What follows belongs to an exercise in optimizing a design on an open flow for small area and a short achievable clock period; a production flow would make more cautious choices.
In this exercise RTL edits were held to simulation tests only and were not proved equivalent to the original.

## flow/design.v

```verilog
module division #(
    parameter WIDTH      = 32,
    parameter ITER_BEGIN = 0,
    parameter ITER_END   = 32
) (
    input  [WIDTH-1:0] dividend,
    input  [WIDTH-1:0] divisor,
    input  [WIDTH:0]   r_i,
    input  [WIDTH-1:0] q_i,
    output  [WIDTH:0]   r_o,
    output  [WIDTH-1:0] q_o
);
    reg [WIDTH:0]   r;     
    reg [WIDTH-1:0] q;     
    parameter HIGHEST_BIT = WIDTH - 1;
    always @(*) begin
        integer i;
        r = r_i;
        q = q_i;
        for (i = ITER_BEGIN; i < ITER_END; i = i + 1) begin
            r = (r << 1) | ((dividend >> (HIGHEST_BIT - i)) & 1'b1);
            if (r >= divisor) begin
                r = r - divisor;
                q[HIGHEST_BIT - i] = 1'b1;   
            end else begin
                q[HIGHEST_BIT - i] = 1'b0;
            end
        end
    end
    assign r_o = r;
    assign q_o = q;
endmodule
module pipeline_division #(
    parameter WIDTH = 32,
    parameter CYCLE = 8
) (
    input  clk,
    input  reset,
    input  [WIDTH-1:0] dividend,
    input  [WIDTH-1:0] divisor,
    output [WIDTH-1:0] quotient,
    output [WIDTH-1:0] remainder
);
    parameter num_div = WIDTH / CYCLE;
    parameter res_div = WIDTH - CYCLE * num_div;
    reg [WIDTH-1:0] q_i[0:CYCLE-1];              
    reg [WIDTH:0]   r_i[0:CYCLE-1];              
    wire [WIDTH-1:0] q_o[0:CYCLE-1];
    wire [WIDTH:0]   r_o[0:CYCLE-1];
    reg [WIDTH-1:0] dividend_reg[0:CYCLE-1];    
    reg [WIDTH-1:0] divisor_reg [0:CYCLE-1];
    genvar i; 
    always @(*) begin
        dividend_reg[0] = dividend;
        divisor_reg[0] = divisor;
        q_i[0] = 0;
        r_i[0] = 0;
    end
    generate
        for (i = 1; i < CYCLE; i++) begin
            always @(posedge clk) begin
                if (reset) begin
                    q_i[i] <= 0;
                    r_i[i] <= 0;
                    dividend_reg[i] <= 0;
                    divisor_reg[i]  <= 0;
                end
                else begin              
                    q_i[i] <= q_o[i-1];            
                    r_i[i] <= r_o[i-1];            
                    dividend_reg[i] <= dividend_reg[i-1];        
                    divisor_reg[i]  <= divisor_reg[i-1];         
                end
            end
        end
    endgenerate
    generate
        for (i = 0; i < CYCLE; i++) begin
            division #(
                .WIDTH(WIDTH),
                .ITER_BEGIN(i * num_div),
                .ITER_END((i + 1) * num_div)
            ) u0 (
                .dividend(dividend_reg[i]),
                .divisor(divisor_reg[i]),
                .q_i(q_i[i]),
                .r_i(r_i[i]),
                .q_o(q_o[i]),
                .r_o(r_o[i])
            );
        end
    endgenerate
    assign quotient  = q_o[CYCLE-1];
    assign remainder = r_o[CYCLE-1][WIDTH-1:0];
endmodule
```

## flow/run.sh

```bash
#!/bin/bash
# synth_recipe.tcl (not shown) runs the flow's synth.tcl, then flattens the netlist and writes it again
# the make line also repeats each setting of config.mk as NAME=value (left out here)
make -C /OpenROAD-flow-scripts/flow DESIGN_CONFIG=/design/flow/config.mk WORK_HOME=/design/flow/orfs CLKGATE_MAP_FILE= SYNTH_SCRIPT=/design/flow/synth_recipe.tcl finish
```

## flow/config.mk

```make
export PLATFORM = sky130hd
export DESIGN_NAME = pipeline_division
export DESIGN_NICKNAME = pipeline_division
export VERILOG_FILES = /design/flow/design.v
export SDC_FILE = /design/flow/constraint.sdc
export NUM_CORES = 4
export LEC_CHECK = 0
export CAP_MARGIN = 20
export CORE_MARGIN = 2
export CORE_UTILIZATION = 40
export SLEW_MARGIN = 20
```

## flow/constraint.sdc

```tcl
create_clock -name core_clock -period 16.0 [get_ports {clk}]
set_input_delay 3.2000 -clock core_clock [delete_from_list [all_inputs] [get_ports {clk}]]
set_output_delay 3.2000 -clock core_clock [all_outputs]
set_load 0.01 [all_outputs]
```

==> metrics.yaml <==
detailed_routing:
  wire_per_inst_um: 19.2
  drt_iter0_drc: 5725
  drt_pass1_iterations: 8
  vias: 73500
  drc_errors: 0
  vias_per_cell: 5.68
  routed_wl_um: 248000
  drtAntennaViolNets: 0
yosys:
  seq_area_frac_synth_pct: 17.6
  synthMuxAreaShare_pct: 7.59
  syn_area_sq_um: 76300
  synth-edff-count: 0
  synth_xor_area_share_pct: 9.39
  synth_compound_area_share_pct: 25.5
  yosysWarnings: 17
  synth_top_area_share_pct: 17.6
  yosys_most_used_dff: "dfxtp_1"
  synthTopCellsByArea: "dfxtp_1, ha_1, xnor2_1"
  yosys.area_share.simple_pct: 18.2
  avgSynthCellArea_sq_um: 7.75
  synth_top_cell_by_area: "dfxtp_1"
  synthAdderAreaFrac_pct: 17.1
  async_flop_share_pct: 0
  synth_cell_type_count: 99
  syn_nets: 10900
  synth_top_family_by_area: "compound AO/OA/AOI/OAI gates"
  syn_inst: 9846
  yosys_register_bits: 672
floorplan:
  core_area_sq_um: 190000
  initial_core_util_pct: 40.2
  rows: 160
  die_h_um: 441
  io_pins: 130
  fp.dieArea_sq_um: 194000
  die_w_um: 441
clock_tree:
  cts-root-to-sink-buffers: 3
  cts_inserted_buffers: 78
  clockRootBuffer: "clkbuf_16"
  tritoncts: "yes"
  h-tree-depth: 3
  clk_latency_ps: 740
  clock_sinks: 672
  clk_pin_slew_worst_paths_ps: 70
layout:
  area_delta_synth_final_pct: 14.9
  filler_cell_count: 18900
  final_common_cell: "ha_1"
  final_cell_mix: "ha_1, nor2_1, a21oi_1"
  nets: 11500
  drive_gt1_share_pct: 11.6
place:
  gp_congestion: 0.969
  dp_hpwl_um: 205000
  port_buffers: 129
critical_path:
  max_stage_delay_ps: 430
  worstSetupPathType: "reg2out"
  crit_required_ps: 12800
  crit_fanout: 6
  cp-start-kind: "flop"
  setup.worst_path.end_class: "output port"
  cp_slowest_cell: "a2111oi_4"
  arrival_ps: 12220
sta:
  relSlewSlack_pct: 30.3
  max_freq_mhz: 64.9
  drv_slew: 0
  fin_crit_sh_pct: 96.4
  finalCriticalPeriod_ps: 15420
  setup_viol: 0
  fin_skew_ps: 55.0
  tightestPinTransition_ps: 1050
  hold_violations: 0
  finalSetupTns_ps: 0
global_routing:
  overflow: 0
  antenna_found_initial: 7
  grt_pass1_wl_um: 383000
  grt_max_degree: 198
  grt.total_usage_pct: 24.5
  grt_pass1_vias: 69400
worst_hold_path:
  hold_class: "reg2reg"
run:
  drv_cap: 0
status:
  run_status: "complete, no violations"
-- cells in the mapped netlist (62+ instances only) --
cell type / number
ha_1: 994
nor2_1: 981
a21oi_1: 855
dfxtp_1: 672
nand2_1: 619
inv_1: 613
o21ai_0: 594
xnor2_1: 532
a21o_1: 521
nor2b_1: 332
mux2_2: 308
xor2_1: 286
mux2i_1: 231
clkbuf_1: 200
nand3_1: 185
nor3_1: 167
nand4_1: 144
o21a_1: 139
nand2b_1: 120
o21bai_1: 119
a211oi_1: 88
and3_1: 80
a31oi_1: 76
nor4_1: 68
o31ai_1: 68
a21boi_0: 64
and2_1: 62
-- per-stage QoR --
stage | area (sq um) | util (%) | setup slack, ps | std cells | hold WS (ps)
3_3_place_gp | 84100 | 44.3 | 208 | 12800 | 416
6_report | 87600 | 46.2 | 580 | 12900 | 423
4_1_cts | 87100 | 45.9 | 5.34 | 12900 | 430
2_1_floorplan | 76300 | - | 396 | 9846 | 414
5_1_grt | 87600 | 46.2 | -74.9 | 12900 | 442
3_5_place_dp | 84100 | 44.3 | 39.4 | 12800 | 420
-- path summary, 6_finish.rpt --
kind | startpoint | endpoint | slack, ps | cells past startpoint
max | divisor_reg[7][10] | remainder[11] | 580 | 61
min | q_i[2][26] | q_i[3][26] | 420 | 1
max reg2reg | divisor_reg[4][1] | r_i[5][4] | 820 | 55
min reg2reg | q_i[2][26] | q_i[3][26] | 420 | 1
-- logic make-up after synthesis --
family	after synthesis
buf+inv	888
compound gates	2995
simple gates	2908
flops	672
xor+xnor	818
fa+ha+maj	1025
mux	540
-- layout make-up --
cell class / instances / area, sq um / area share (%)
Clock inverter: 41 / 596 / 0.680
Inverter: 616 / 2310 / 2.64
Clock buffer: 104 / 2250 / 2.57
Sequential cell: 672 / 13500 / 15.4
Multi-Input combinational cell: 8287 / 59900 / 68.4
Tap cell: 2511 / 3140 / 3.58
Antenna cell: 6 / 15.0 / 0.0171
Timing Repair Buffer: 707 / 5960 / 6.80
-- routing by layer --
metal,global-route usage (%),up-vias,share of wire [%]
li1,-,36700,-
met1,33.6,34500,47
met2,39.6,1936,45
met5,0,-,0.0052
met4,8.85,2,3.4
met3,2.63,354,5.4
-- worst max-delay path, delay by kind of cell (launching register included) --
kind | cells | cell delay [ps]
multiplexers | 2 | 450
AND/OR/NAND/NOR | 13 | 2100
AO/OA/AOI/OAI | 28 | 5530
flip-flops | 1 | 320
adder cells (fa/ha/maj) | 4 | 1130
buffers and inverters | 14 | 1880
-- timing repair --
item,in CTS,in global routing
gates cloned,2,3
hold buffers,0,0
resized for setup,44,110
setup buffers,6,18
endpoints found under the setup margin,33,141
pin swaps,19,47

-- port drivers added, routing unchanged --
No port has a modelled driver above. Below, the same layout with a new extraction and two added sets of constraints. Step 1 (the two cells are an assumption about what drives the block):
set clk [get_ports {clk}]
set_driving_cell -lib_cell sky130_fd_sc_hd__clkbuf_16 $clk
set_driving_cell -lib_cell sky130_fd_sc_hd__buf_2 [delete_from_list [all_inputs] $clk]
Step 2 moves the port delays by t, midway between the first and last clock arrival at a register: inputs arrive t later, outputs are due t later. That takes back most of the time a late clock gives input paths. Slacks: no drivers / after step 1 / after step 2; pairs: no drivers / after step 1.
t (ns): 0.801
setup slack, ns: 0.580 / 0.493 / 0.715
slew at the worst register clock pin (ns): 0.07 / 0.07
After both steps setup and hold are still met in this run. The setup slack of this run moves by -0.087 ns with the drivers and by +0.135 ns with both steps.
